This design comes from an exercise in tuning for small area, a short achievable clock period and few clock cycles per item on the open sky130 flow, not from production work. Power figures rest on the tool's default switching activity, not on a simulated workload.

Design SQRTLOG, start of the top module:
module SQRTLOG #(parameter NBITS = 20, M = 10, N = 10)
              (input logic clock, reset,
               input logic [1:0] op,
               input logic [NBITS-1:0] data_in,
               output logic done,
               output logic [NBITS-1:0] data_out);
  logic [16:0] w;
  logic [9:0]  f;
  logic [4:0]  ext;
  logic [16:0] r;
  assign f   = w[9:0];
  assign ext = w[14:10];
  assign r   = w;
  logic [1:0]  pr;      
  logic [1:0]  opr;     
  logic [3:0]  cnt;     
  logic [19:0] n16, n8, n4, n2, n1;
  logic [4:0]  lz;
  always_comb begin
    lz[4] = ~|data_in[19:4];
    n16   = lz[4] ? {data_in[3:0], 16'd0} : data_in;
    lz[3] = ~|n16[19:12];
    n8    = lz[3] ? {n16[11:0], 8'd0} : n16;
    lz[2] = ~|n8[19:16];
    n4    = lz[2] ? {n8[15:0], 4'd0} : n8;
    lz[1] = ~|n4[19:18];
    n2    = lz[1] ? {n4[17:0], 2'd0} : n4;
    lz[0] = ~n2[19];
    n1    = lz[0] ? {n2[18:0], 1'b0} : n2;
  end
  logic [9:0] f0;
  assign f0 = n1[18:9];                         
  logic [4:0] lzp;
  always_comb begin
    lzp = 5'd31;
    for (int i = 0; i < 20; i++)
      if (data_in[i]) lzp = 5'(19 - i);
  end
  logic [24:0] a0;
  logic [13:0] t308, t710;
  logic [14:0] te;
  always_comb begin
    case (lzp)
      5'd0: begin te = 15'h0009; t308 = 14'h0ad4; t710 = 14'h18f6; end
      5'd1: begin te = 15'h0008; t308 = 14'h09a0; t710 = 14'h1630; end
      5'd2: begin te = 15'h0007; t308 = 14'h086c; t710 = 14'h136a; end
      5'd3: begin te = 15'h0006; t308 = 14'h0738; t710 = 14'h10a4; end
      5'd4: begin te = 15'h0005; t308 = 14'h0604; t710 = 14'h0dde; end
      5'd5: begin te = 15'h0004; t308 = 14'h04d0; t710 = 14'h0b18; end
      5'd6: begin te = 15'h0003; t308 = 14'h039c; t710 = 14'h0852; end
      5'd7: begin te = 15'h0002; t308 = 14'h0268; t710 = 14'h058c; end
  ...
For scale: about 45 flip-flops, roughly 45 I/O pins, roughly 8500 um2 of cells after synthesis.
Settings: LEC_CHECK=0, CAP_MARGIN=20, CORE_MARGIN=2, CORE_UTILIZATION=40, SETUP_SLACK_MARGIN=3.5, SLEW_MARGIN=20; clock period 8.0 ns.
run.sh (not shown) runs the stock make flow with config.mk's settings and CLKGATE_MAP_FILE= SYNTH_SCRIPT=/design/flow/synth_recipe.tcl, a recipe that flattens the netlist after the stock synthesis.
==> next run, changes <==
--- a/flow/design.v
+++ b/flow/design.v
@@ -27,23 +27,17 @@
     n2    = lz[1] ? {n4[17:0], 2'd0} : n4;
     lz[0] = ~n2[19];
     n1    = lz[0] ? {n2[18:0], 1'b0} : n2;
   end
   logic [9:0] f0;
   assign f0 = n1[18:9];                         
-  logic [4:0] lzp;
-  always_comb begin
-    lzp = 5'd31;
-    for (int i = 0; i < 20; i++)
-      if (data_in[i]) lzp = 5'(19 - i);
-  end
   logic [24:0] a0;
   logic [13:0] t308, t710;
   logic [14:0] te;
   always_comb begin
-    case (lzp)
+    case (lz)
       5'd0: begin te = 15'h0009; t308 = 14'h0ad4; t710 = 14'h18f6; end
       5'd1: begin te = 15'h0008; t308 = 14'h09a0; t710 = 14'h1630; end
       5'd2: begin te = 15'h0007; t308 = 14'h086c; t710 = 14'h136a; end
       5'd3: begin te = 15'h0006; t308 = 14'h0738; t710 = 14'h10a4; end
       5'd4: begin te = 15'h0005; t308 = 14'h0604; t710 = 14'h0dde; end
       5'd5: begin te = 15'h0004; t308 = 14'h04d0; t710 = 14'h0b18; end
@@ -66,30 +60,22 @@
     case (op)
       2'd2:    a0 = {{11{t308[13]}}, t308};
       2'd3:    a0 = {{11{t710[13]}}, t710};
       default: a0 = {te, 10'd0};
     endcase
   end
-  logic [21:0] dx;
   logic [3:0]  top4;
   logic [1:0]  pr0;
   logic [3:0]  cnt_sq0;
   logic [16:0] r0;
   logic [19:0] q0;
   logic        nz;
-  assign dx = {data_in, 2'b00};                 
-  always_comb begin
-    top4 = '0; pr0 = '0; cnt_sq0 = 4'd3;
-    for (int k = 0; k < 10; k++)
-      if (data_in[2*k+1 -: 2] != 2'b00) begin
-        top4    = dx[2*k+3 -: 4];
-        pr0     = (k >= 2) ? dx[2*k-1 -: 2] : 2'b00;
-        cnt_sq0 = 4'(3 + k);
-      end
-  end
-  assign nz   = |data_in;
+  assign top4    = n2[19:16];
+  assign pr0     = n2[15:14];
+  assign cnt_sq0 = 4'd12 - {1'b0, lz[4:2], lz[1]};
+  assign nz      = |n2[19:18];
   logic [4:0] rq;
   always_comb begin
     case (top4)
       4'd0: rq = 5'bxxxxx;
       4'd1: rq = 5'bxxxxx;
       4'd2: rq = 5'bxxxxx;
@@ -326,15 +312,12 @@
   assign t68 = (t41 & f[8]) | (t41 & t40) | (f[8] & t40);
   assign t69 = f[6] ^ (f[7] & f[9]) ^ t42;
   assign t70 = (f[6] & (f[7] & f[9])) | (f[6] & t42) | ((f[7] & f[9]) & t42);
   assign t71 = f[7] ^ (f[8] & f[9]) ^ f[9];
   assign t72 = (f[7] & (f[8] & f[9])) | (f[7] & f[9]) | ((f[8] & f[9]) & f[9]);
   logic [20:0] ra, rb;
+  logic [21:0] sum;
   assign ra = {f[9], f[8], t71, t69, t67, t65, t63, t61, t59, t57, t55, t53, t51, t49, t47, t45, t43, (f[0] & f[2]), (f[0] & f[1]), 1'b0, f[0]};
   assign rb = {1'b0, t72, t70, t68, t66, t64, t62, t60, t58, t56, t54, t52, t50, t48, t46, t44, f[2], 1'b0, f[1], 1'b0, 1'b0};
-  logic [10:0] lo;
-  logic [11:0] hi0, hi1;
-  assign lo  = {1'b0, ra[9:0]} + {1'b0, rb[9:0]};
-  assign hi0 = {1'b0, ra[20:10]} + {1'b0, rb[20:10]};
-  assign hi1 = {1'b0, ra[20:10]} + {1'b0, rb[20:10]} + 12'd1;
-  assign s   = lo[10] ? hi1 : hi0;
+  assign sum = ra + rb;
+  assign s = sum[21:10];
 endmodule
After rerunning: Worst hold slack gains 0.034 ns; final cell count fell by 2.9%; combinational power fell by 18%; register-to-register slack gains 0.17 ns; clock-buffer cell count stays the same; global-route usage rose by 1.2 points; worst setup slack gains 0.031 ns; via count stays flat.
No functional check of the RTL was part of any run of this note.

-- static timing again, ports no longer ideal --
How much do the figures lean on ideal ports? The routed layouts below were timed once more, with nothing changed but the port constraints.
Step 1, drivers: a clkbuf_16 drives clock and a buf_2 each remaining input, both assumed.
Step 2 times the ports against the registers' clock, not the clock port: input delays grow and output delays shrink by t, the midpoint of the rising clock arrivals with the driver on.
a / b / c = no drivers / after step 1 / after step 2; a / b = the first two.
run | shift t [ns] | slack for setup (ns) | hold slack, ns
the first run | 0.336 | 3.550 / 3.550 / 3.267 | 0.540 / 0.540 / 0.540
the second run | 0.344 | 3.581 / 3.600 / 3.257 | 0.574 / 0.574 / 0.574
After both steps setup and hold are still met in every run listed. The setup slack of the second run, which loses most, moves by +0.019 ns with the drivers and by -0.324 ns with both steps.
